Background: an optimization exercise with open tools, aiming at small area and a short achievable clock period. Do not read the settings as production practice. Where RTL was checked, it was by simulation tests only, not by an equivalence proof against the original. Function not checked in run 1: the RTL went through the layout flow alone.

==> flow/design.v <==
module fa (input a, input b, input c, output s, output co);
    assign s = a ^ b ^ c;
    assign co = (a & b) | (c & (a ^ b));
endmodule
module ha (input a, input b, output s, output co);
    assign s = a ^ b;
    assign co = a & b;
endmodule
module g_inv (input a, output y);
    assign y = ~a;
endmodule
module g_nand2 (input a, input b, output y);
    assign y = ~(a & b);
endmodule
module g_nor2 (input a, input b, output y);
    assign y = ~(a | b);
endmodule
module g_or2 (input a, input b, output y);
    assign y = a | b;
endmodule
module g_mux2i (input a0, input a1, input s, output y);
    assign y = ~(s ? a1 : a0);
endmodule
module g_and2 (input a, input b, output y);
    assign y = a & b;
endmodule
module g_and2b (input an, input b, output y);
    assign y = ~an & b;
endmodule
module g_nand2b (input an, input b, output y);
    assign y = ~(~an & b);
endmodule
module g_nor2b (input a, input bn, output y);
    assign y = ~(a | ~bn);
endmodule
module g_xor2 (input a, input b, output y);
    assign y = a ^ b;
endmodule
module g_xnor2 (input a, input b, output y);
    assign y = ~(a ^ b);
endmodule
module g_a21oi (input a1, input a2, input b1, output y);
    assign y = ~((a1 & a2) | b1);
endmodule
module g_o21ai (input a1, input a2, input b1, output y);
    assign y = ~((a1 | a2) & b1);
endmodule
module early (input [13:0] s, input [11:0] c, output [13:0] pb);
    wire e1c, e2s, e2c, e3s, e3c, e4s, e4c, e5s, e5c, e6s, e6c, e7s;
    wire e7c, e8s, e8c, e9s, e9c, e10s, e10c, e11s, e11c, e12s, e12c, e13;
    wire e14, e15, e16, e17, e18, e19, e20, e21, e22, e23, e24, e25;
    wire e26, e27, e28, e29, e30, e31, e32, e33, e34, e35, e36, e37;
    wire e38, e39, e40, e41, e42;
    ha i1 (s[0], c[0], pb[0], e1c);
    ha i2 (s[1], c[1], e2s, e2c);
    ha i3 (s[2], c[2], e3s, e3c);
    ha i4 (s[4], c[3], e4s, e4c);
    ha i5 (s[5], c[4], e5s, e5c);
    ha i6 (s[6], c[5], e6s, e6c);
    ha i7 (s[7], c[6], e7s, e7c);
    ha i8 (s[8], c[7], e8s, e8c);
    ha i9 (s[9], c[8], e9s, e9c);
    ha i10 (s[10], c[9], e10s, e10c);
    ha i11 (s[11], c[10], e11s, e11c);
    ha i12 (s[12], c[11], e12s, e12c);
    g_a21oi i13 (e2s, e1c, e2c, e13);
    g_nand2 i14 (s[3], e3c, e14);
    g_nand2 i15 (s[3], e3s, e15);
    g_a21oi i16 (e5s, e4c, e5c, e16);
    g_nand2 i17 (e5s, e4s, e17);
    g_a21oi i18 (e7s, e6c, e7c, e18);
    g_nand2 i19 (e7s, e6s, e19);
    g_a21oi i20 (e9s, e8c, e9c, e20);
    g_nand2 i21 (e9s, e8s, e21);
    g_a21oi i22 (e11s, e10c, e11c, e22);
    g_nand2 i23 (e11s, e10s, e23);
    g_o21ai i24 (e15, e13, e14, e24);
    g_o21ai i25 (e19, e16, e18, e25);
    g_nor2 i26 (e19, e17, e26);
    g_o21ai i27 (e23, e20, e22, e27);
    g_nor2 i28 (e23, e21, e28);
    g_a21oi i29 (e26, e24, e25, e29);
    g_inv i30 (e29, e30);
    g_a21oi i31 (e28, e30, e27, e31);
    g_inv i32 (e24, e32);
    g_o21ai i33 (e17, e32, e16, e33);
    g_o21ai i34 (e21, e29, e20, e34);
    g_inv i35 (e13, e35);
    g_a21oi i36 (e3s, e35, e3c, e36);
    g_a21oi i37 (e4s, e24, e4c, e37);
    g_a21oi i38 (e6s, e33, e6c, e38);
    g_a21oi i39 (e8s, e30, e8c, e39);
    g_a21oi i40 (e10s, e34, e10c, e40);
    g_inv i41 (e31, e41);
    g_a21oi i42 (e12s, e41, e12c, e42);
    g_xor2 i44 (e2s, e1c, pb[1]);
    g_xor2 i45 (e3s, e13, pb[2]);
    g_xor2 i46 (s[3], e36, pb[3]);
    g_xnor2 i47 (e4s, e24, pb[4]);
    g_xor2 i48 (e5s, e37, pb[5]);
    g_xnor2 i49 (e6s, e33, pb[6]);
    g_xnor2 i50 (e7s, e38, pb[7]);
    g_xnor2 i51 (e8s, e29, pb[8]);
    g_xnor2 i52 (e9s, e39, pb[9]);
    g_xnor2 i53 (e10s, e34, pb[10]);
    g_xor2 i54 (e11s, e40, pb[11]);
    g_xor2 i55 (e12s, e31, pb[12]);
    g_xor2 i56 (s[13], e42, pb[13]);
endmodule
module late (input [13:0] pb, input [6:0] xr, output [13:0] y);
    wire w1, w3, w4, w5, w7, w8, w9, w10, w11, w12, w13, w14;
    wire w15, w16, w17, w18, w19, w20, w21, w22, w23, w24, w25, w26;
    wire w27, w28, w29, w30, w31, w32, w33, w34, w36, w37, w38, w39;
    wire w40, w41, w42, w43, w44, w45, w46, w47, w48, w49, w50, w51;
    wire w52, w53, w54, w55, w56, w57, w58, w59, w60, w61, w62, w63;
    wire w64, w65, w66, w67, w68, w69, w70, w71, w72, w73, w74, w75;
    wire w76, w77, w78, w79, w80, w81, w82, w83, w83d, w93, w95, w96;
    wire w98, w99, w100, w102, w103, w104, w105, w107;
    g_nand2 i1 (pb[0], xr[0], w1);
    g_xor2 i2 (pb[0], xr[0], y[0]);
    g_nand2 i3 (pb[1], xr[1], w3);
    g_nor2 i4 (pb[1], xr[1], w4);
    g_xor2 i5 (pb[1], xr[1], w5);
    g_xnor2 i6 (w5, w1, y[1]);
    g_o21ai i7 (w4, w1, w3, w7);
    g_xnor2 i8 (xr[2], xr[0], w8);
    g_xor2 i9 (pb[2], w8, w9);
    g_nand2 i10 (xr[2], xr[0], w10);
    g_o21ai i11 (pb[2], w8, w10, w11);
    g_xnor2 i12 (xr[3], xr[1], w12);
    g_xor2 i13 (pb[3], w12, w13);
    g_nand2 i14 (xr[3], xr[1], w14);
    g_o21ai i15 (pb[3], w12, w14, w15);
    g_xnor2 i16 (xr[4], xr[2], w16);
    g_xor2 i17 (pb[4], w16, w17);
    g_nand2 i18 (xr[4], xr[2], w18);
    g_o21ai i19 (pb[4], w16, w18, w19);
    g_xnor2 i20 (xr[5], xr[3], w20);
    g_xor2 i21 (pb[5], w20, w21);
    g_nand2 i22 (xr[5], xr[3], w22);
    g_o21ai i23 (pb[5], w20, w22, w23);
    g_xor2 i24 (xr[6], xr[4], w24);
    g_xor2 i25 (pb[6], w24, w25);
    g_nand2b i26 (xr[6], xr[4], w26);
    g_o21ai i27 (pb[6], w24, w26, w27);
    g_xor2 i28 (pb[7], xr[5], w28);
    g_xnor2 i29 (pb[8], xr[6], w29);
    g_and2 i30 (pb[7], xr[5], w30);
    g_and2b i31 (xr[6], pb[8], w31);
    g_nand2 i32 (w9, w7, w32);
    g_nor2 i33 (w9, w7, w33);
    g_xnor2 i34 (pb[2], w7, w34);
    g_xnor2 i35 (w34, w8, y[2]);
    g_nand2 i36 (w13, w11, w36);
    g_nor2 i37 (w13, w11, w37);
    g_xnor2 i38 (pb[3], w11, w38);
    g_xnor2 i39 (w38, w12, w39);
    g_nand2 i40 (w17, w15, w40);
    g_nor2 i41 (w17, w15, w41);
    g_xnor2 i42 (pb[4], w15, w42);
    g_xnor2 i43 (w42, w16, w43);
    g_nand2 i44 (w21, w19, w44);
    g_nor2 i45 (w21, w19, w45);
    g_xnor2 i46 (pb[5], w19, w46);
    g_xnor2 i47 (w46, w20, w47);
    g_nand2 i48 (w25, w23, w48);
    g_nor2 i49 (w25, w23, w49);
    g_xnor2 i50 (pb[6], w23, w50);
    g_xnor2 i51 (w50, w24, w51);
    g_nand2 i52 (w28, w27, w52);
    g_nor2 i53 (w28, w27, w53);
    g_xor2 i54 (w28, w27, w54);
    g_nand2 i55 (w29, w30, w55);
    g_nor2 i56 (w29, w30, w56);
    g_xor2 i57 (w29, w30, w57);
    g_nand2 i58 (pb[9], w31, w58);
    g_nor2 i59 (pb[9], w31, w59);
    g_xor2 i60 (pb[9], w31, w60);
    g_o21ai i61 (w37, w32, w36, w61);
    g_o21ai i62 (w45, w40, w44, w62);
    g_nor2 i63 (w45, w41, w63);
    g_o21ai i64 (w53, w48, w52, w64);
    g_nor2 i65 (w53, w49, w65);
    g_o21ai i66 (w59, w55, w58, w66);
    g_nor2 i67 (w59, w56, w67);
    g_inv i68 (w41, w68);
    g_inv i69 (w40, w69);
    g_a21oi i70 (w68, w61, w69, w70);
    g_a21oi i71 (w63, w61, w62, w71);
    g_inv i72 (w56, w72);
    g_inv i73 (w55, w73);
    g_a21oi i74 (w72, w64, w73, w74);
    g_nand2b i75 (w56, w65, w75);
    g_a21oi i76 (w67, w64, w66, w76);
    g_nand2 i77 (w67, w65, w77);
    g_o21ai i78 (w49, w71, w48, w78);
    g_inv i79 (w65, w79);
    g_inv i80 (w64, w80);
    g_o21ai i81 (w79, w71, w80, w81);
    g_o21ai i82 (w75, w71, w74, w82);
    g_o21ai i83 (w77, w71, w76, w83);
    g_xnor2 i85 (w39, w32, y[3]);
    g_xor2 i86 (w43, w61, y[4]);
    g_xnor2 i87 (w47, w70, y[5]);
    g_xnor2 i88 (w51, w71, y[6]);
    g_xor2 i89 (w54, w78, y[7]);
    g_xor2 i90 (w57, w81, y[8]);
    g_xor2 i91 (w60, w82, y[9]);
    g_o21ai id83 (w77, w71, w76, w83d);
    g_inv i93 (pb[10], w93);
    g_mux2i i94 (w93, pb[10], w83, y[10]);
    g_xnor2 i95 (pb[11], pb[10], w95);
    g_inv i96 (w95, w96);
    g_mux2i i97 (w96, pb[11], w83, y[11]);
    g_nand2 i98 (pb[11], pb[10], w98);
    g_xor2 i99 (pb[12], w98, w99);
    g_inv i100 (w99, w100);
    g_mux2i i101 (w100, pb[12], w83d, y[12]);
    g_nand2b i102 (w98, pb[12], w102);
    g_xnor2 i103 (pb[13], w102, w103);
    g_inv i104 (w103, w104);
    g_inv i105 (pb[13], w105);
    g_mux2i i106 (w104, w105, w83d, y[13]);
    g_nand2b i107 (pb[13], w102, w107);
endmodule
module top #(parameter m = 7) (
    input clk,
    input signed [m-1:0] noise_in,
    output reg signed [2*m-1:0] filter_out
);
    reg [6:0] d0, d1, d2, d3, d4, d5, d6, d7;
    reg [21:0] r2;
    reg [13:0] s1;
    reg [11:0] c1;
    wire n1, n2, n3, n4, n5, n6, n7, n8, n9, n10, n11, n12;
    wire n13, n14, n15, n16, n17, n18, n19, n20, n21, n22, n23, n24;
    wire n25, n26, n27, n28, n29, n30, n31, n32, n33, n34, n35, n36;
    wire n37, n38, n39, n40, n41, n42, n43, n44, n45, n46, n47, n48;
    wire n49, n50, n51, n52, n53, n54, n55, n56, n57, n58, n59, n60;
    wire n61, n62, n63, n64, n65, n66, n67, n68, n69, n70, n71, n72;
    wire n73, n74, n75, n76, n77, n78, n79, n80, n81, n82, n83, n84;
    wire n85, n86, n87, n88, n89, n90, n91, n92, n93, n94, n95, n96;
    wire n97, n98, n99, n100, n101, n102, n103, n104, n105, n106, n107, n108;
    wire n109, n110, n111, n112, n113, n114, n115, n116, n117, n118, n119, n120;
    wire n121, n122, n123, n124, n125, n126, n127, n128, n129, n130, n131, n132;
    wire n133, n134, n135, n136, n137, n138, n139, n140, n141, n142, n143, n144;
    wire n145, n146, n147, n148, n149, n150, n151, n152, n153, n154, n155, n156;
    wire n157, n158, n159, n160, n161, n162, n163, n164, n165, n166, n167, n168;
    wire n169, n170, n171, n172, n173, n174, n175, n176, n177, n178, n179, n180;
    wire n181, n182, n183, n184, n185, n186, n187, n188, n189, n190, n191, n192;
    wire n193, n194, n195, n196, n197, n198, n199, n200, n201, n202, n203, n204;
    wire n205, n206, n207, n208, n209, n210, n211, n212, n213, n214, n215, n216;
    wire n217, n218, n219, n220, n221, n222, n223, n224, n225, n226, n227, n228;
    wire n229, n230, n231, n232, n233, n234, n235, n236, n237, n238, n239, n240;
    wire n241, n242, n243, n244, n245, n246, n247, n248, n249, n250, n251, n252;
    wire n253, n254, n255, n256;
    fa u1 (d3[0], ~d4[0], d5[0], n1, n2);
    fa u2 (d2[0], d3[1], ~d4[1], n3, n4);
    fa u3 (d5[0], d5[1], d7[1], n5, n6);
    fa u4 (d2[1], d3[2], ~d4[2], n7, n8);
    fa u5 (d5[1], d5[2], d7[0], n9, n10);
    fa u6 (d2[2], d3[3], ~d4[3], n11, n12);
    fa u7 (d5[0], d5[2], d5[3], n13, n14);
    fa u8 (d6[0], d7[1], d7[3], n15, n16);
    fa u9 (d2[0], d2[3], d3[0], n17, n18);
    fa u10 (d3[4], d4[0], ~d4[4], n19, n20);
    fa u11 (d5[1], d5[3], d5[4], n21, n22);
    fa u12 (d6[1], d7[2], d7[4], n23, n24);
    fa u13 (d2[1], d2[4], d3[1], n25, n26);
    fa u14 (d3[5], d4[1], ~d4[5], n27, n28);
    fa u15 (d5[2], d5[4], d5[5], n29, n30);
    fa u16 (d6[2], d7[3], d7[5], n31, n32);
    fa u17 (d2[2], d2[5], d3[2], n33, n34);
    fa u18 (d3[6], d4[2], ~d4[6], n35, n36);
    fa u19 (d5[3], d5[5], d5[6], n37, n38);
    fa u20 (d6[3], d7[4], d7[6], n39, n40);
    fa u21 (d2[3], d2[6], d3[3], n41, n42);
    fa u22 (d4[3], d5[4], d5[6], n43, n44);
    fa u23 (d2[4], d3[4], d4[4], n45, n46);
    fa u24 (d5[5], d6[5], d7[6], n47, n48);
    fa u25 (d2[5], d3[5], d4[5], n49, n50);
    fa u26 (d2[6], d3[6], d4[6], n51, n52);
    fa u27 (d7[2], n4, n6, n53, n54);
    fa u28 (n12, n14, n16, n55, n56);
    fa u29 (n18, n20, n22, n57, n58);
    fa u30 (n26, n28, n30, n59, n60);
    fa u31 (d6[4], d7[5], n34, n61, n62);
    fa u32 (n36, n38, n40, n63, n64);
    fa u33 (d5[6], d6[6], n46, n65, n66);
    fa u34 (n2, n3, n5, n67, n68);
    fa u35 (n8, n10, n11, n69, n70);
    fa u36 (n17, n19, n21, n71, n72);
    fa u37 (n24, n25, n27, n73, n74);
    fa u38 (n32, n33, n35, n75, n76);
    fa u39 (n42, n44, n45, n77, n78);
    fa u40 (n13, n15, n54, n79, n80);
    fa u41 (n29, n31, n56, n81, n82);
    fa u42 (n37, n39, n58, n83, n84);
    fa u43 (n41, n43, n60, n85, n86);
    fa u44 (n47, n62, n64, n87, n88);
    fa u45 (n50, n51, n66, n89, n90);
    fa u46 (n7, n9, n53, n91, n92);
    fa u47 (n23, n55, n70, n93, n94);
    fa u48 (n61, n63, n76, n95, n96);
    fa u49 (n48, n49, n65, n97, n98);
    fa u50 (n57, n72, n73, n99, n100);
    fa u51 (n59, n74, n75, n101, n102);
    fa u52 (n69, n79, n92, n103, n104);
    fa u53 (n77, n86, n87, n105, n106);
    fa u54 (n82, n83, n100, n107, n108);
    fa u55 (n84, n85, n102, n109, n110);
    fa u56 (n71, n80, n93, n111, n112);
    fa u57 (n78, n88, n97, n113, n114);
    fa u58 (n81, n94, n99, n115, n116);
    fa u59 (n96, n105, n110, n117, n118);
    fa u60 (n89, n98, n114, n119, n120);
    fa u61 (n101, n107, n116, n121, n122);
    fa u62 (n95, n108, n109, n123, n124);
    fa u63 (r2[6], r2[7], d0[1], n125, n126);
    ha u64 (d0[3], d0[4], n127, n128);
    fa u65 (r2[8], r2[9], d0[2], n129, n130);
    fa u66 (d0[4], d0[5], d1[1], n131, n132);
    ha u67 (~d1[5], d2[1], n133, n134);
    fa u68 (r2[10], d0[3], d0[5], n135, n136);
    fa u69 (d0[6], d1[2], ~d1[6], n137, n138);
    ha u70 (d2[2], d2[6], n139, n140);
    fa u71 (r2[11], r2[12], d0[4], n141, n142);
    fa u72 (d0[6], d1[3], d2[3], n143, n144);
    ha u73 (r2[13], r2[14], n145, n146);
    fa u74 (r2[15], r2[16], r2[17], n147, n148);
    ha u75 (r2[0], r2[1], n149, n150);
    fa u76 (r2[2], d0[0], d0[1], n151, n152);
    ha u77 (~d1[1], d2[1], n153, n154);
    fa u78 (r2[3], r2[4], d0[1], n155, n156);
    fa u79 (d0[2], ~d1[2], d2[2], n157, n158);
    fa u80 (r2[5], d0[0], d0[2], n159, n160);
    fa u81 (d0[3], ~d1[3], d2[3], n161, n162);
    fa u82 (d1[0], ~d1[4], d2[0], n163, n164);
    fa u83 (d2[4], n127, n125, n165, n166);
    fa u84 (d2[5], n128, n133, n167, n168);
    fa u85 (n126, n129, n131, n169, n170);
    fa u86 (n134, n139, n130, n171, n172);
    fa u87 (n132, n135, n137, n173, n174);
    fa u88 (n140, n136, n138, n175, n176);
    g_xnor2 u89s (n141, n143, n177);
    g_or2 u89c (n141, n143, n178);
    fa u90 (d0[5], d1[4], d2[4], n179, n180);
    fa u91 (n145, n142, n144, n181, n182);
    fa u92 (d0[6], d1[5], d2[5], n183, n184);
    g_xnor2 u93s (n146, n147, n185);
    g_or2 u93c (n146, n147, n186);
    fa u94 (r2[18], d1[6], d2[6], n187, n188);
    ha u95 (d0[0], ~d1[0], n189, n190);
    fa u96 (n150, n153, n151, n191, n192);
    fa u97 (n154, n152, n155, n193, n194);
    fa u98 (n156, n158, n159, n195, n196);
    fa u99 (n160, n162, n163, n197, n198);
    fa u100 (n164, n167, n166, n199, n200);
    fa u101 (n168, n170, n171, n201, n202);
    fa u102 (n172, n174, n175, n203, n204);
    fa u103 (n179, n176, n178, n205, n206);
    fa u104 (n180, n183, n182, n207, n208);
    fa u105 (n184, n148, n187, n209, n210);
    fa u106 (r2[19], r2[20], r2[21], n211, n212);
    ha u107 (d2[0], n149, n213, n214);
    g_xnor2 u108s (n190, n191, n215);
    g_or2 u108c (n190, n191, n216);
    fa u109 (n157, n192, n193, n217, n218);
    fa u110 (n161, n194, n195, n219, n220);
    fa u111 (n196, n165, n197, n221, n222);
    fa u112 (n198, n169, n199, n223, n224);
    fa u113 (n173, n200, n201, n225, n226);
    fa u114 (n177, n202, n203, n227, n228);
    fa u115 (n181, n204, n205, n229, n230);
    fa u116 (n185, n206, n207, n231, n232);
    fa u117 (n186, n209, n208, n233, n234);
    fa u118 (n188, n211, n210, n235, n236);
    fa u119 (n218, n219, noise_in[0], n237, n238);
    fa u120 (n220, n221, noise_in[1], n239, n240);
    fa u121 (n222, noise_in[2], n223, n241, n242);
    fa u122 (n224, noise_in[3], n225, n243, n244);
    fa u123 (n226, noise_in[4], n227, n245, n246);
    fa u124 (n228, noise_in[5], n229, n247, n248);
    fa u125 (n231, n230, ~noise_in[6], n249, n250);
    ha u126 (n232, n233, n251, n252);
    ha u127 (n235, n234, n253, n254);
    ha u128 (n212, n236, n255, n256);
    wire [13:0] pb, y;
    early u_early (s1, c1, pb);
    late u_late (pb, noise_in, y);
    always @(posedge clk) begin
        d0 <= {~noise_in[6], noise_in[5:0]};
        d1 <= d0;
        d2 <= d1;
        d3 <= d2;
        d4 <= d3;
        d5 <= d4;
        d6 <= d5;
        d7 <= d6;
        r2 <= {n120, n90, n52, n119, n118, n113, n106, n124, n117, n123, n122, n121, n115, n112, n111, n104, n103, n91, n68, n67, n1, d7[0]};
        s1 <= {n256, n254, n252, n250, n248, n246, n244, n242, n240, n238, n237, n216, n214, n189};
        c1 <= {n255, n253, n251, n249, n247, n245, n243, n241, n239, n217, n215, n213};
        filter_out <= y;
    end
endmodule
==> flow/flow/run.sh <==
#!/bin/bash
# The standard ORFS layout with these changes:
# * the port buffers are buf_4 cells instead of the delay buffer that
#   buffer_ports picks by default (about half a nanosecond on every input);
# * from clock-tree synthesis on, the standard repair_timing steps aim for
#   6.95 ns of setup slack, resizing and swapping pins only, so that the few
#   paths from the input port get larger gates; the constraints (10 ns clock,
#   2 ns input and output delays) are unchanged;
# * clock-tree synthesis inserts no dummy loads (cells that only add load to
#   balance the tree: about 200 um2 of this small design's area);
# * after floorplanning, logic cells that synthesis gave a drive strength
#   above 1 are set back to drive 1 (flow/downsize.tcl); repair upsizes them
#   again where needed.
set -euo pipefail
export BUFFER_PORTS_ARGS="-buffer_cell sky130_fd_sc_hd__buf_4"
export CTS_ARGS="-sink_clustering_enable -repair_clock_nets -buf_list sky130_fd_sc_hd__clkbuf_4 -dont_use_dummy_load"
bash standard.sh floorplan > standard_floorplan.log 2>&1
ODB=orfs/results/sky130hd/top/base/2_floorplan.odb openroad -no_init -exit flow/downsize.tcl > downsize.log 2>&1
bash standard.sh place > standard_place.log 2>&1
export SETUP_SLACK_MARGIN=6.95
export SETUP_MOVE_SEQUENCE=sizeup,swap
bash standard.sh finish > standard_finish.log 2>&1
==> flow/flow/downsize.tcl <==
# After floorplanning: every logic cell that synthesis mapped to a drive
# strength above 1 becomes the drive-1 cell of the same function; the later
# repair steps upsize again wherever slew, load or timing call for it.
set odb $::env(ODB)
read_db $odb
set db [ord::get_db]
set n 0
foreach inst [[ord::get_db_block] getInsts] {
  set m [[$inst getMaster] getName]
  if {[regexp {^(sky130_fd_sc_hd__(a21oi|o21ai|nor2b|nand2b|nor2|nand2|xor2|xnor2|inv|a21o|o21a|and2|or2|and2b))_([2-9]|1[0-9])$} $m -> base]} {
    set small [$db findMaster ${base}_1]
    if {$small ne "NULL" && $small ne ""} {
      if {[$inst swapMaster $small]} { incr n }
    }
  }
}
puts "downsized $n cells"
write_db $odb
==> flow/standard.sh <==
#!/bin/bash
# synth_recipe.tcl (not shown) runs the flow's synth.tcl, then flattens the netlist and writes it again
# the make line also repeats each setting of config.mk as NAME=value (left out here)
make -C /OpenROAD-flow-scripts/flow DESIGN_CONFIG=/design/flow/config.mk WORK_HOME=/design/flow/orfs CLKGATE_MAP_FILE= SYNTH_SCRIPT=/design/flow/synth_recipe.tcl "${@:-finish}"
==> flow/config.mk <==
export PLATFORM = sky130hd
export DESIGN_NAME = top
export DESIGN_NICKNAME = top
export VERILOG_FILES = /design/flow/design.v
export SDC_FILE = /design/flow/constraint.sdc
export NUM_CORES = 4
export LEC_CHECK = 0
export CAP_MARGIN = 20
export CORE_MARGIN = 2
export CORE_UTILIZATION = 60
export CTS_BUF_LIST = sky130_fd_sc_hd__clkbuf_4
export SLEW_MARGIN = 20
export SYNTH_HIERARCHICAL = 1
==> flow/constraint.sdc <==
create_clock -name core_clock -period 10.0 [get_ports {clk}]
set_input_delay 2.0000 -clock core_clock [delete_from_list [all_inputs] [get_ports {clk}]]
set_output_delay 2.0000 -clock core_clock [all_outputs]
set_load 0.01 [all_outputs]
==> reports/qor.json, run 1 <==
{
  "setup_path": {
    "timing.critical_path.from_type": "primary input",
    "critical_path_arrival_ps": 3390,
    "cpPeakStageDelay_ps": 280,
    "critical-path-top-delay-family": "compound AO/OA/AOI/OAI gates",
    "criticalPathCategory": "primary input to flop",
    "crit_chain": "buf_4 > xnor2_4 > o21ai_1 > nor2_2 > nor2_2 > a21oi_4 > o21ai_1 > xor2_1",
    "crit_fanout": 6,
    "crit_path_end_kind": "flop",
    "path_buf_inv": 1,
    "required_ps": 10360,
    "critical-path-slowest-cell": "a21oi_4"
  },
  "timing": {
    "rsz_0062_raised_after_global_routing": "yes",
    "final-hold-violation-count": 0,
    "setup-violations-final": 0,
    "fin_ws_ps": 6972,
    "maxSlewViolCount": 0,
    "worstMarginPinSlew_ps": 403.7,
    "slew-limit-headroom_pct": 73.00,
    "final_critical_path_required_period_ps": 3028,
    "final.setup_skew_ps": 50.50,
    "totalNegativeSetupSlack_ps": 0,
    "fmaxAchievable_mhz": 330.3,
    "min_period_over_period_pct": 30.28
  },
  "synth": {
    "synth.distinct_cells": 15,
    "synthDominantCellAreaShare_pct": 39.40,
    "ys_top_cells_by_area": "dfxtp_1, fa_1, ha_1, xnor2_1, xor2_1",
    "synthSimpleGateAreaFrac_pct": 3.151,
    "largest_family_of_logic_cells_by_synthesized_area": "adder cells",
    "synth_compound_area_share_pct": 4.153,
    "synth_xor_area_share_pct": 7.888,
    "yosys.area_share.adder_pct": 42.86,
    "synthMuxAreaShare_pct": 0.6678,
    "synthesis.area_um2": 5996,
    "yosys_warnings": 7,
    "synth.ff_latch_count": 118,
    "synth_largest_area_cell": "dfxtp_1",
    "postSynthCellCount": 423,
    "ys_seq_area_share_pct": 39.40,
    "synth_area_per_cell_um2": 14.17,
    "syn-num-nets": 568
  },
  "placement": {
    "hpwlAfterDp_mm": 7.586,
    "buffer_ports.inserted": 21,
    "place_area_um2": 6248,
    "gp_congestion": 0.8015,
    "place_ws_ps": 6065
  },
  "layout": {
    "fin_nets": 608,
    "mostFrequentLayoutCell": "fa_1",
    "synthToLayoutAreaGrowth_pct": 9.245,
    "drive_above_1_share_pct": 14.75,
    "commonest_non_fill_non_tap_cells_in_the_layout": "fa_1, dfxtp_1, inv_1",
    "insertedDiodeCount": 0,
    "fin_area_um2": 6550,
    "nFillCells": 754
  },
  "detailed_routing": {
    "drtIter0Drc": 90,
    "drt_drc_violations_left": 0,
    "routed_via_density": 5.012,
    "drt.antenna.violating_nets": 0,
    "drtPass1Iterations": 4,
    "wire_length_after_detailed_routing_mm": 9.292,
    "post_drt_wl_per_cell_um": 15.64,
    "dr_total_vias": 2977
  },
  "clock_tree": {
    "cts_setup_buffers": 0,
    "path_clk_slew_ps": 120,
    "cts_root_buf": "clkbuf_4",
    "ctsHoldBuffers": 0,
    "cts_buffers": 17,
    "tritoncts": "yes",
    "cts-root-to-sink-buffers": 2,
    "ctsHtreeMaxLevel": 4,
    "sinks_on_clock_net": 118,
    "worstSkewPairLatency_ps": 520
  },
  "grt": {
    "antenna_found_initial": 0,
    "overflow": 0,
    "global_route.usage.total_pct": 20.53,
    "grt_pass1_vias": 3527,
    "grt_pass1_wl_mm": 16.76,
    "pin_count_of_the_biggest_net_entering_global_routing": 17
  },
  "floorplan": {
    "floorplan.core_area_um2": 9729,
    "ios": 22,
    "fp-row-count": 36,
    "die_height_um": 104.0,
    "initial_core_utilization_pct": 61.63,
    "die_span_x_um": 104.0,
    "fp.dieArea_um2": 10810
  },
  "hold_path": {
    "min_path_type": "flop to flop"
  },
  "flow_run": {
    "cap_violations": 0
  },
  "outcome": {
    "run_status": "complete, no violations"
  }
}
cell usage after synthesis:
master,instances
nor2_1,13
dfxtp_1,118
inv_1,30
nand2b_1,3
a21oi_2,17
xor2_1,24
nor2b_4,1
or2_1,3
mux2i_1,4
nand2_1,22
o21ai_1,20
fa_1,114
ha_1,23
xnor2_1,30
and2_1,1
modules after synthesis, one instance, submodules excluded, excerpt:
module / flops+latches / copies in the design / cells inside / area, µm²
g_nor2: 0 / 13 / 1 / 3.754
g_and2: 0 / 1 / 1 / 6.256
g_xnor2: 0 / 30 / 1 / 8.758
g_nand2b: 0 / 3 / 1 / 6.256
g_o21ai: 0 / 20 / 1 / 5.005
ha: 0 / 23 / 1 / 12.51
g_nand2: 0 / 22 / 1 / 3.754
fa: 0 / 114 / 1 / 20.02
g_or2: 0 / 3 / 1 / 6.256
g_inv: 0 / 15 / 1 / 3.754
g_and2b: 0 / 1 / 1 / 13.76
g_mux2i: 0 / 4 / 1 / 10.01
g_a21oi: 0 / 17 / 1 / 8.758
top: 118 / 1 / 133 / 2419
g_xor2: 0 / 24 / 1 / 8.758
kinds of logic (layout without fill, tap and decap cells):
| logic type | count (synthesis) | after routing |
|---|---|---|
| xor gates and xnor gates | 54 | 54 |
| buffers and inverters | 30 | 68 |
| DFF | 118 | 118 |
| AOI/OAI and AO/OA | 37 | 37 |
| and+or+nand+nor | 43 | 43 |
| muxes | 4 | 4 |
| adders and majority gates | 137 | 137 |
stage by stage:
step	util [%]	instances	hold WS, ps
2_1_floorplan	-	423	349.3
3_3_place_gp	64.22	577	362.5
3_5_place_dp	64.22	577	365.0
4_1_cts	66.26	594	360.1
5_1_grt	67.32	594	365.0
6_report	67.32	594	350.2
final cells by class:
type | count | area, µm² | share of cell area (%)
Clock buffer | 17 | 127.6 | 1.948
Inverter | 30 | 112.6 | 1.719
Multi-Input combinational cell | 275 | 3615 | 55.19
Sequential cell | 118 | 2371 | 36.20
Tap cell | 133 | 166.4 | 2.541
Timing Repair Buffer | 21 | 157.7 | 2.407
final timing paths:
path          startpoint            end  slack, ps  depth (start not counted)
max          noise_in[2]  filter_out[9]       6970                          8
min                d4[5]          d5[5]        350                          0
max reg2reg        d2[2]         r2[12]       7040                          5
min reg2reg        d4[5]          d5[5]        350                          0
sequential cells by signal, indices dropped and copies added, names as in the netlist:
| register | cells |
|---|---|
| r2 | 22 |
| filter_out | 14 |
| s1 | 14 |
| c1 | 12 |
| d0 | 7 |
| d1 | 7 |
| d2 | 7 |
| d3 | 7 |
| d4 | 7 |
| d5 | 7 |
| d6 | 7 |
| d7 | 7 |
repair_timing:
action	CTS	global route
endpoints found under the setup margin	9	10
pin swaps	1	4
cloned	0	0
resized for setup	13	24
hold endpoints to repair	0	0
layer usage:
metal | vias to the layer above | routed length (µm) | GRT usage, %
met4 | 0 | 140 | 7.625
li1 | 1393 | - | -
met1 | 1528 | 4012 | 25.93
met5 | - | 0 | 0
met2 | 41 | 4921 | 35.01
met3 | 15 | 218 | 4.511
==> run 2, diff against run 1 <==
--- a/flow/design.v
+++ b/flow/design.v
@@ -48,8 +48,8 @@
 module early (input [13:0] s, input [11:0] c, output [13:0] pb);
-    wire e1c, e2s, e2c, e3s, e3c, e4s, e4c, e5s, e5c, e6s, e6c, e7s;
-    wire e7c, e8s, e8c, e9s, e9c, e10s, e10c, e11s, e11c, e12s, e12c, e13;
-    wire e14, e15, e16, e17, e18, e19, e20, e21, e22, e23, e24, e25;
-    wire e26, e27, e28, e29, e30, e31, e32, e33, e34, e35, e36, e37;
-    wire e38, e39, e40, e41, e42;
-    ha i1 (s[0], c[0], pb[0], e1c);
+    wire e1s, e1c, e2s, e2c, e3s, e3c, e4s, e4c, e5s, e5c, e6s, e6c;
+    wire e7s, e7c, e8s, e8c, e9s, e9c, e10s, e10c, e11s, e11c, e12s, e12c;
+    wire e13, e14, e15, e16, e17, e18, e19, e20, e21, e22, e23, e24;
+    wire e25, e26, e27, e28, e29, e30, e31, e32, e33, e34, e35, e36;
+    wire e37, e38, e39, e40, e41, e42;
+    ha i1 (s[0], c[0], e1s, e1c);
     ha i2 (s[1], c[1], e2s, e2c);
@@ -95,2 +95,3 @@
     g_a21oi i42 (e12s, e41, e12c, e42);
+    g_xor2 i43 (e1s, 1'b0, pb[0]);
     g_xor2 i44 (e2s, e1c, pb[1]);
@@ -112,8 +113,8 @@
     wire w15, w16, w17, w18, w19, w20, w21, w22, w23, w24, w25, w26;
-    wire w27, w28, w29, w30, w31, w32, w33, w34, w36, w37, w38, w39;
-    wire w40, w41, w42, w43, w44, w45, w46, w47, w48, w49, w50, w51;
-    wire w52, w53, w54, w55, w56, w57, w58, w59, w60, w61, w62, w63;
-    wire w64, w65, w66, w67, w68, w69, w70, w71, w72, w73, w74, w75;
-    wire w76, w77, w78, w79, w80, w81, w82, w83, w83d, w93, w95, w96;
-    wire w98, w99, w100, w102, w103, w104, w105, w107;
+    wire w27, w28, w29, w30, w31, w32, w33, w34, w35, w36, w37, w38;
+    wire w39, w40, w41, w42, w43, w44, w45, w46, w47, w48, w49, w50;
+    wire w51, w52, w53, w54, w55, w56, w57, w58, w59, w60, w61, w62;
+    wire w63, w64, w65, w66, w67, w68, w69, w70, w71, w72, w73, w74;
+    wire w75, w76, w77, w78, w79, w80, w81, w82, w83, w83d, w93, w95;
+    wire w96, w98, w99, w100, w102, w103, w104, w105, w107;
     g_nand2 i1 (pb[0], xr[0], w1);
@@ -152,3 +153,3 @@
     g_xnor2 i34 (pb[2], w7, w34);
-    g_xnor2 i35 (w34, w8, y[2]);
+    g_xnor2 i35 (w34, w8, w35);
     g_nand2 i36 (w13, w11, w36);
@@ -201,2 +202,3 @@
     g_o21ai i83 (w77, w71, w76, w83);
+    g_xor2 i84 (w35, 1'b0, y[2]);
     g_xnor2 i85 (w39, w32, y[3]);
==> run 2 against run 1 <==
Compared with the run above:
- die area grew 0.40%
- register-to-register slack improved by 40 ps
- worst setup slack gained 4.6 ps
- hold slack improved by 20 ps
==> reports/qor.json, run 2 <==
{
  "layout": {
    "fin_nets": {"value": 612, "change": "+0.66%"},
    "mostFrequentLayoutCell": "fa_1",
    "drive_above_1_share": {"value": 14.19, "unit": "%", "change": "-0.56 points"},
    "reg_top3": "r2: 22 flops, filter_out: 14 flops, s1: 14 flops",
    "nFillCells": {"value": 754, "change": "unchanged"},
    "largest_register": "r2",
    "fin_area": {"value": 6581, "unit": "µm²", "change": "+0.48%"},
    "commonest_non_fill_non_tap_cells_in_the_layout": "fa_1, dfxtp_1, inv_1",
    "largest_reg_flops": {"value": 22, "change": "unchanged"},
    "synthToLayoutAreaGrowth": {"value": 9.310, "unit": "%", "change": "about the same"},
    "insertedDiodeCount": {"value": 0, "change": "unchanged"},
    "postLayoutCoreUtil": {"value": 67.33, "unit": "%", "change": "about the same"}
  },
  "timing": {
    "setup-violations-final": {"value": 0, "change": "unchanged"},
    "final-hold-violation-count": {"value": 0, "change": "unchanged"},
    "final.setup_skew": {"value": 31.88, "unit": "ps", "change": "-18.62 ps"},
    "maxSlewViolCount": {"value": 0, "change": "unchanged"},
    "rsz_0062_raised_after_global_routing": "no",
    "fmaxAchievable": {"value": 330.8, "unit": "MHz", "change": "+0.15%"},
    "min_period_over_period": {"value": 30.23, "unit": "%", "change": "-0.046 points"},
    "final_critical_path_required_period": {"value": 3023, "unit": "ps", "change": "-4.600 ps"},
    "totalNegativeSetupSlack": {"value": 0, "unit": "ps", "change": "unchanged"}
  },
  "floorplan": {
    "ios": {"value": 22, "change": "unchanged"},
    "initial_core_utilization": {"value": 61.60, "unit": "%", "change": "about the same"},
    "die_span_x": {"value": 104.2, "unit": "µm", "change": "+0.20%"},
    "die_height": {"value": 104.2, "unit": "µm", "change": "+0.20%"},
    "floorplan.core_area": {"value": 9774, "unit": "µm²", "change": "+0.46%"},
    "fp-row-count": {"value": 36, "change": "unchanged"},
    "fp.dieArea": {"value": 10850, "unit": "µm²", "change": "+0.40%"}
  },
  "placement": {
    "hpwlAfterDp": {"value": 7.443, "unit": "mm", "change": "-1.9%"},
    "buffer_ports.inserted": {"value": 21, "change": "unchanged"},
    "gp_congestion": {"value": 0.8157, "change": "+1.8%"},
    "place_area": {"value": 6274, "unit": "µm²", "change": "+0.40%"}
  },
  "synth": {
    "synth_area_per_cell": {"value": 14.10, "unit": "µm²", "change": "-0.52%"},
    "synthArstFlopShare": {"value": 0, "unit": "%", "change": "unchanged"},
    "syn-num-nets": {"value": 572, "change": "+0.70%"},
    "synth_largest_area_cell": "dfxtp_1",
    "synth.distinct_cells": {"value": 16, "change": "+1"},
    "ys_seq_area_share": {"value": 39.24, "unit": "%", "change": "-0.16 points"},
    "synth.ff_latch_count": {"value": 118, "change": "unchanged"},
    "postSynthCellCount": {"value": 427, "change": "+0.95%"},
    "ys_top_cells_by_area": "dfxtp_1, fa_1, ha_1, xnor2_1, xor2_1",
    "yosys_most_used_dff": "dfxtp_1",
    "yosys_warnings": {"value": 7, "change": "unchanged"},
    "yosys-top-cells-count": "dfxtp_1, fa_1, inv_1, xnor2_1, xor2_1",
    "synth.most_common_cell": "dfxtp_1",
    "synth-edff-count": {"value": 0, "change": "unchanged"},
    "synthesis.area": {"value": 6021, "unit": "µm²", "change": "+0.42%"},
    "synthDominantCellAreaShare": {"value": 39.24, "unit": "%", "change": "-0.16 points"}
  },
  "detailed_routing": {
    "wire_length_after_detailed_routing": {"value": 8.979, "unit": "mm", "change": "-3.4%"},
    "drt_drc_violations_left": {"value": 0, "change": "unchanged"},
    "drtIter0Drc": {"value": 56, "change": "-38%"},
    "routed_via_density": {"value": 4.911, "change": "-2.0%"},
    "drtPass1Iterations": {"value": 4, "change": "unchanged"},
    "drt.antenna.violating_nets": {"value": 0, "change": "unchanged"},
    "post_drt_wl_per_cell": {"value": 15.02, "unit": "µm", "change": "-4.0%"},
    "dr_total_vias": {"value": 2937, "change": "-1.3%"}
  },
  "setup_path": {
    "timing.critical_path.from_type": "primary input",
    "crit_chain": "buf_4 > xnor2_4 > o21ai_1 > nor2_1 > o21ai_4 > a21oi_4 > o21ai_1 > xor2_1",
    "reg2reg_slack": {"value": 7080, "unit": "ps", "change": "+40 ps"},
    "required": {"value": 10350, "unit": "ps", "change": "about the same"},
    "rr_endpoint": "r2[10]",
    "critical_path_arrival": {"value": 3380, "unit": "ps", "change": "about the same"},
    "worst_r2r_path_depth": {"value": 5, "change": "unchanged"},
    "critical_path.endpoint": "filter_out[9]",
    "timing.critical_path.mode_cell": "o21ai_1",
    "criticalPathCategory": "primary input to flop",
    "crit_path_end_kind": "flop",
    "crit_fanout": {"value": 6, "change": "unchanged"},
    "worstSetupStartpoint": "noise_in[0]",
    "critical-path-slowest-cell": "a21oi_4",
    "timing.rr.start": "d2[0]",
    "cpPeakStageDelay": {"value": 280, "unit": "ps", "change": "about the same"}
  },
  "grt": {
    "overflow": {"value": 0, "change": "unchanged"},
    "grt_pass1_wl": {"value": 16.19, "unit": "mm", "change": "-3.4%"},
    "pin_count_of_the_biggest_net_entering_global_routing": {"value": 17, "change": "unchanged"},
    "grt_pass1_vias": {"value": 3394, "change": "-3.8%"},
    "antenna_found_initial": {"value": 0, "change": "unchanged"},
    "global_route.usage.total": {"value": 20.00, "unit": "%", "change": "-0.53 points"}
  },
  "outcome": {
    "run_status": "complete, no violations"
  },
  "clock_tree": {
    "worstSkewPairLatency": {"value": 490, "unit": "ps", "change": "-30 ps"},
    "ctsHtreeMaxLevel": {"value": 4, "change": "unchanged"},
    "cts_root_buf": "clkbuf_4",
    "cts_buffers": {"value": 17, "change": "unchanged"},
    "cts-root-to-sink-buffers": {"value": 2, "change": "unchanged"},
    "path_clk_slew": {"value": 100, "unit": "ps", "change": "-20 ps"},
    "sinks_on_clock_net": {"value": 118, "change": "unchanged"},
    "tritoncts": "yes",
    "ctsHoldBuffers": {"value": 0, "change": "unchanged"}
  },
  "flow_run": {
    "cap_violations": {"value": 0, "change": "unchanged"}
  },
  "hold_path": {
    "min_path_type": "flop to flop"
  }
}
run 2: cell types whose count changed in the layout (fill, tap and decap cells not counted), sizes merged:
cell and delta:
conb +2, xor2 +2
run 2: what timing repair did:
item | in CTS | in global routing
pin swaps | 0 | 1
endpoints found under the setup margin | 9 | 9
setup buffers | 0 | 0
gates resized for setup | 11 | 24
run 2: worst max-delay path: cells and delay by family:
kind / cells / cell delay, ps
xor+xnor: 2 / 360
simple gates: 1 / 210
compound gates: 4 / 650
buf+inv: 1 / 150
run 2: worst min-delay path by stage:
stage | slack, ps | end | cells past startpoint | start
6_report | 370 | r2[0] | 0 | d7[0]
3_5_place_dp | 370 | d7[2] | 0 | d6[2]
4_1_cts | 380 | r2[0] | 0 | d7[0]
5_1_grt | 380 | d7[5] | 0 | d6[5]
3_3_place_gp | 360 | d7[6] | 0 | d6[6]
2_1_floorplan | 350 | r2[0] | 0 | d7[0]
run 2: routing by layer:
layer  up-vias  part of all wire [%]  track usage [%]  routed length [µm]
li1       1405                     -                -                   -
met2        24                    52            34.02                4707
met1      1499                    44            25.17                3976
met4         0                   1.1            6.660                 102
met5         -                     0                0                   0
met3         9                   2.1            5.138                 193
run 2: stage by stage:
step	hold slack [ps]	worst slack [ps]	cells
floorplan	349.3	6569	427
global placement	362.8	6133	581
detailed placement	366.8	6092	581
CTS	376.1	6938	598
global route	382.3	6957	598
finish	370.6	6977	598
run 2: cell families after synthesis:
family	share of synthesized area, %
and+or+nand+nor	3.138
DFF	39.24
AOI/OAI and AO/OA	4.136
adders and majority gates	42.69
xor gates and xnor gates	8.146
buffers and inverters	1.870
other	0.1247
muxes	0.6650
run 2: Yosys stat by module (local to each module, per instance), excerpt:
module / area (µm²) / copies in the design / flip-flops and latches / cells
g_a21oi: 8.758 / 17 / 0 / 1
ha: 12.51 / 23 / 0 / 1
g_inv: 3.754 / 15 / 0 / 1
g_or2: 6.256 / 3 / 0 / 1
early: 3.754 / 1 / 0 / 1
fa: 20.02 / 114 / 0 / 1
g_xnor2: 8.758 / 30 / 0 / 1
g_nor2: 3.754 / 13 / 0 / 1
g_nand2b: 6.256 / 3 / 0 / 1
late: 3.754 / 1 / 0 / 1
g_nand2: 3.754 / 22 / 0 / 1
g_mux2i: 10.01 / 4 / 0 / 1
g_and2: 6.256 / 1 / 0 / 1
top: 2419 / 1 / 118 / 133
run 2: cell type report:
cell class	instances	area [µm²]	area share [%]
Tap cell	133	166.4	2.529
Inverter	30	112.6	1.711
Clock buffer	17	127.6	1.939
Multi-Input combinational cell	279	3647	55.42
Sequential cell	118	2370	36.01
Timing Repair Buffer	21	157.7	2.395

## separate check: timing with driven ports
Ports are ideal in the flow. The routed layouts listed here were re-timed in OpenROAD. Step 1 (the two cells are an assumption about what drives the block):
set clk [get_ports {clk}]
set_driving_cell -lib_cell sky130_fd_sc_hd__clkbuf_16 $clk
set_driving_cell -lib_cell sky130_fd_sc_hd__buf_2 [delete_from_list [all_inputs] $clk]
Step 2, shift: input delay + t, output delay - t, t = (earliest + latest rising clock arrival at the registers) / 2. This alone moves slack from input paths to output paths. a / b / c = ideal / step 1 / step 2; a / b = the first two.
run	t, ns	setup slack, ns	worst hold slack (ns)	pins driven straight from the clock port
run 1	0.520	6.972 / 6.978 / 6.457	0.350 / 0.350 / 0.350	1
run 2	0.506	6.977 / 6.983 / 6.477	0.371 / 0.371 / 0.371	1
After both steps every run listed still meets setup and hold. The setup slack of run 1, which loses most, moves by +0.006 ns with the drivers and by -0.515 ns with both steps.
